What follows belongs to an exercise in optimizing a design on an open flow for small area, a short achievable clock period and few clock cycles per item; a production flow would make more cautious choices. Only simulation tests tie the RTL to the original design; equivalence was not proved. Power is estimated from default activity; no workload was simulated.

job 9600:
==> flow/design.v <==
module rng(clk, reset, o, x);
   input clk;
   input reset;
   output [127:0] o;
   output [127:0] x;
   localparam [127:0] RULE150 = 128'b00000000000000000001000000000000000000000000000000000000000000000000000000000000000000000000000100000000100000000000000000000000;
   localparam [127:0] SEED    = 128'h9e3779b97f4a7c15f39cc0605cedc835;
   reg  [127:0] s;
   assign x = {s[126:0], 1'b0} ^ {1'b0, s[127:1]};
   always @(posedge clk, posedge reset)
     if (reset) s <= SEED;
     else       s <= x ^ (s & RULE150);
   assign o = s;
endmodule
module sbox_g(a, b, m3, m4, n1, y1, y2, y3);
   input  [3:0] a;       
   input  [3:0] b;       
   input  [3:0] m3, m4;  
   input  [3:0] n1;      
   output [3:0] y1, y2, y3;
   wire [3:0] n2 = a ^ m4;
   wire [3:0] n3 = b ^ m3;
   function [3:0] H;
      input [3:0] p;
      input [3:0] q;
      reg ap, aq;
      begin
         ap = p[2] ^ p[1];
         aq = q[2] ^ q[1];
         H[3] = ap ^ p[0];
         H[2] = ap;
         H[1] = p[3] ^ p[1] ^ (ap & (p[0] ^ q[0])) ^ (aq & p[0]);
         H[0] = p[0] ^ (p[3] & (ap ^ aq)) ^ (q[3] & ap) ^
                (p[2] & (p[1] ^ q[1])) ^ (q[2] & p[1]);
      end
   endfunction
   assign y1 = H(n2, n3) ^ 4'b0111;
   assign y2 = H(n3, n1);
   assign y3 = H(n1, n2);
endmodule
module sbox_f(y1, y2, y3, a, b);
   input  [3:0] y1, y2, y3;
   output [3:0] a, b;
   function [3:0] K;
      input [3:0] p;
      input [3:0] q;
      reg t, u;
      begin
         t = p[0] ^ q[0];
         u = (p[3] & t) ^ (q[3] & p[0]);
         K[1] = p[2] ^ p[1] ^ u;
         K[3] = p[2] ^ p[1] ^ p[0] ^ u;
         K[2] = p[3] ^ (p[1] & t) ^ (q[1] & p[0]);
         K[0] = p[1] ^ (p[2] & t) ^ (q[2] & p[0]);
      end
   endfunction
   assign a = K(y3, y2);
   assign b = K(y1, y3) ^ K(y2, y1);
endmodule
module led_serial
   (
    clk,
    reset,
    keyi,
    datai,
    dataq,
    start,
    done);
   input          clk;
   input          reset;
   input  [127:0] keyi;
   input  [ 63:0] datai;
   output [ 63:0] dataq;
   input          start;
   output         done;
   wire [127:0] g, gx;
   rng u_rng (.clk(clk), .reset(reset), .o(g), .x(gx));
   reg        done_r;    
   reg        first;     
   reg        gph;       
   reg        fph;       
   reg        fin;       
   reg  [5:0] rc;        
   reg  [1:0] rs;        
   reg        kp;        
   reg        aka;       
   reg        akb;       
   wire go   = done_r & start;
   wire last = (rc == 6'h04);       
   wire stp  = fph & ~last & (rs == 2'h3);    
   always @(posedge clk, posedge reset)
     if (reset) begin
        done_r <= 1'b1;
        first  <= 1'b0;
        gph    <= 1'b0;
        fph    <= 1'b0;
        fin    <= 1'b0;
        rc     <= 6'h0;
        rs     <= 2'h0;
        kp     <= 1'b0;
        aka    <= 1'b0;
        akb    <= 1'b0;
     end else begin
        done_r <= (done_r & ~start) | fin;
        first  <= go;
        gph    <= go | (fph & ~last);
        fph    <= gph;
        fin    <= fph & last;
        aka    <= go | (stp & kp) | (fph & last);
        akb    <= stp & ~kp;
        if (go) begin
           rc <= 6'h1;
           rs <= 2'h0;
           kp <= 1'b0;
        end else if (fph) begin
           rc <= {rc[4:0], ~(rc[5] ^ rc[4])};
           rs <= rs + 2'h1;
           if (rs == 2'h3) kp <= ~kp;
        end
     end
   assign done = done_r;
   reg  [63:0] ka0, ka1, kb0, kb1;
   always @(posedge clk) begin
      ka0 <= done_r ? (keyi[127:64] ^ g[127:64]) : kb0;
      ka1 <= done_r ? g[127:64]                  : kb1;
      kb0 <= done_r ? (keyi[63:0] ^ g[63:0])     : ka0;
      kb1 <= done_r ? g[63:0]                    : ka1;
   end
   reg  [63:0] s0, s1;
   wire [63:0] u0  = first ? datai : s0;
   wire [63:0] u1  = s1 & {64{~first}};
   wire [63:0] k0  = ({64{aka}} & ka0) | ({64{akb}} & kb0);
   wire [63:0] k1  = ({64{aka}} & ka1) | ({64{akb}} & kb1);
   wire [5:0]  rcg = gph ? rc : 6'h0;
   reg  [63:0] ac;
   always @(*) begin
      ac = 64'h0;
      ac[63-4*(0) -: 4]  = {gph, 3'b000};
      ac[63-4*(1) -: 4]  = {1'b0, rcg[5:3]};
      ac[63-4*(4) -: 4]  = {gph, 2'b00, gph};
      ac[63-4*(5) -: 4]  = {1'b0, rcg[2:0]};
      ac[63-4*(8) -: 4]  = {2'b00, gph, 1'b0};
      ac[63-4*(9) -: 4]  = {1'b0, rcg[5:3]};
      ac[63-4*(12) -: 4] = {2'b00, gph, gph};
      ac[63-4*(13) -: 4] = {1'b0, rcg[2:0]};
   end
   wire [63:0] t0  = u0 ^ k0 ^ ac;
   wire [63:0] t1  = u1 ^ k1;
   reg  [63:0] y1, y2, y3;
   wire [63:0] y1n, y2n, y3n;
   wire [63:0] f0, f1;
   genvar i;
   generate
      for (i = 0; i < 16; i = i + 1) begin : sb
         sbox_g ug (.a(t0[63-4*(i) -: 4]), .b(t1[63-4*(i) -: 4]),
                    .m4({g[8*i+0], g[8*i+1], g[8*i+4], g[8*i+5]}),
                    .m3({g[8*i+2], g[8*i+3], g[8*i+6], g[8*i+7]}),
                    .n1({gx[8*i+1], gx[8*i+2], gx[8*i+5], gx[8*i+6]}),
                    .y1(y1n[63-4*(i) -: 4]), .y2(y2n[63-4*(i) -: 4]), .y3(y3n[63-4*(i) -: 4]));
         sbox_f uf (.y1(y1[63-4*(i) -: 4]), .y2(y2[63-4*(i) -: 4]), .y3(y3[63-4*(i) -: 4]),
                    .a(f0[63-4*(i) -: 4]), .b(f1[63-4*(i) -: 4]));
      end
   endgenerate
   always @(posedge clk) begin
      y1 <= y1n;
      y2 <= y2n;
      y3 <= y3n;
   end
   function [3:0] gm2;
      input [3:0] d;
      gm2 = {d[2], d[1], d[3] ^ d[0], d[3]};
   endfunction
   function [63:0] srmc;
      input [63:0] x;
      reg [3:0] c0, c1, c2, c3, n;
      integer j, k;
      begin
         srmc = 64'h0;
         for (j = 0; j < 4; j = j + 1) begin
            c0 = x[63-4*(j) -: 4];
            c1 = x[63-4*(4 + ((j + 1) % 4)) -: 4];
            c2 = x[63-4*(8 + ((j + 2) % 4)) -: 4];
            c3 = x[63-4*(12 + ((j + 3) % 4)) -: 4];
            for (k = 0; k < 4; k = k + 1) begin
               n = gm2(gm2(c0)) ^ c1 ^ gm2(c2) ^ gm2(c3);
               c0 = c1; c1 = c2; c2 = c3; c3 = n;
            end
            srmc[63-4*(j) -: 4]      = c0;
            srmc[63-4*(4 + j) -: 4]  = c1;
            srmc[63-4*(8 + j) -: 4]  = c2;
            srmc[63-4*(12 + j) -: 4] = c3;
         end
      end
   endfunction
   always @(posedge clk) begin
      s0 <= srmc(f0);
      s1 <= srmc(f1);
   end
   reg [63:0] dq;
   always @(posedge clk)
     if (fin) dq <= t0 ^ t1;
   assign dataq = dq;
endmodule
==> flow/config.mk <==
export PLATFORM = sky130hd
export DESIGN_NAME = led_serial
export DESIGN_NICKNAME = led_serial
export VERILOG_FILES = /design/flow/design.v
export SDC_FILE = /design/flow/constraint.sdc
export NUM_CORES = 4
export LEC_CHECK = 0
export CAP_MARGIN = 20
export CORE_MARGIN = 2
export CORE_UTILIZATION = 60
export CTS_CLUSTER_DIAMETER = 100
export CTS_CLUSTER_SIZE = 24
export PLACE_DENSITY = 0.75
export SETUP_SLACK_MARGIN = 2.3
export SLEW_MARGIN = 20
==> flow/constraint.sdc <==
create_clock -name core_clock -period 6.0 [get_ports {clk}]
set_input_delay 1.2000 -clock core_clock [delete_from_list [all_inputs] [get_ports {clk}]]
set_output_delay 1.2000 -clock core_clock [all_outputs]
set_load 0.01 [all_outputs]
run.sh (not shown) runs the stock make flow with config.mk's settings and CLKGATE_MAP_FILE= SYNTH_SCRIPT=/design/flow/synth_recipe.tcl, a recipe that flattens the netlist after the stock synthesis.
Testbench counts of job 9600, summed over its fixed seeds: cycles 4,704, items 48.
For job 3152, these inputs were changed with respect to job 9600:
- PLACE_DENSITY now 0.6, was 0.75
- CORE_UTILIZATION now 40, was 60
- SETUP_SLACK_MARGIN now 2.5, was 2.3
### Flow results
Job 9600: all stages complete, timing, DRC and antenna checks passed
Having completed the whole flow, job 3152 delivered a layout that passed the timing, DRC and antenna checks.
| final setup slack of the worst path | lower: job 9600 |
Clock-pin slew reported for the worst setup and hold paths after clock tree synthesis across job 9600 and job 3152: no real change.
Core footprint was lower in job 9600 than in job 3152.
Job 3152 ended up with sky130_fd_sc_hd__dfrtp_4 as its critical-path cell with the highest stage delay; job 9600 ended up with sky130_fd_sc_hd__dfstp_4.
The higher reported net switching power came out of job 3152.
Job 3152 ends up with a non-clock buffer count that is 11 higher than in job 9600.
diff inputs: job 3152 => job 1123
- CTS_CLUSTER_DIAMETER changed from 100 to 90
- CORE_UTILIZATION changed from 40 to 55
- PLACE_DENSITY changed from 0.6 to 0.7
- CTS_CLUSTER_SIZE changed from 24 to 20
### Flow results
- Compared with job 3152, job 1123 shows a lower routed wire length.
- Comparing job 3152 and job 1123, number of antenna violations at the first check in global routing is higher on job 3152.
- Job 1123 vs. job 3152: CTS buffer count increased by 5 relative to the old numbers, total design power has remained practically unchanged, clock-buffer cell count picked up an extra 13.
- Comparing job 3152 and job 1123, the higher cell-internal power is on job 1123.
- Re post-route met1 wirelength: job 3152 and job 1123 aren't equal, and the higher value belongs to job 3152.
- Looking at required arrival time at the worst endpoint, job 1123 sits below job 3152.
- After synthesis and placement, the instance count of job 1123 is below that of job 3152.
- Total placed instance area shrinks slightly when moving from job 3152 to job 1123.
- On job 1123: height of the chip is about 15% lower than what job 3152 gave.

-- port drivers added, routing unchanged --
The flow's constraints put no driver on any port. The routed layouts listed below were extracted and timed again, unchanged, in two steps.
Step 1 assumes that a clkbuf_16 drives the clock port and a buf_2 every other input.
Step 2 moves the port delays by t, midway between the first and last clock arrival at a register: inputs arrive t later, outputs are due t later. That takes back most of the time a late clock gives input paths.
Slacks: ideal / step 1 / step 2; pairs: ideal / step 1.
run | shift t [ns] | setup slack, ns | hold slack, ns | worst register clock-pin slew, ns | worst slew at a driven data input, ns
job 9600 | 0.677 | 2.409 / 2.342 / 1.826 | 0.479 / 0.479 / 0.479 | 0.11 / 0.11 | 0.06
job 3152 | 0.720 | 2.498 / 2.498 / 2.054 | 0.480 / 0.480 / 0.480 | 0.11 / 0.11 | 0.07
job 1123 | 0.689 | 2.616 / 2.618 / 1.968 | 0.476 / 0.476 / 0.476 | 0.09 / 0.09 | 0.07
After both steps setup and hold are still met in every run listed. For job 1123, which loses most, drivers alone change the setup slack by +0.002 ns; drivers and shift together by -0.648 ns.
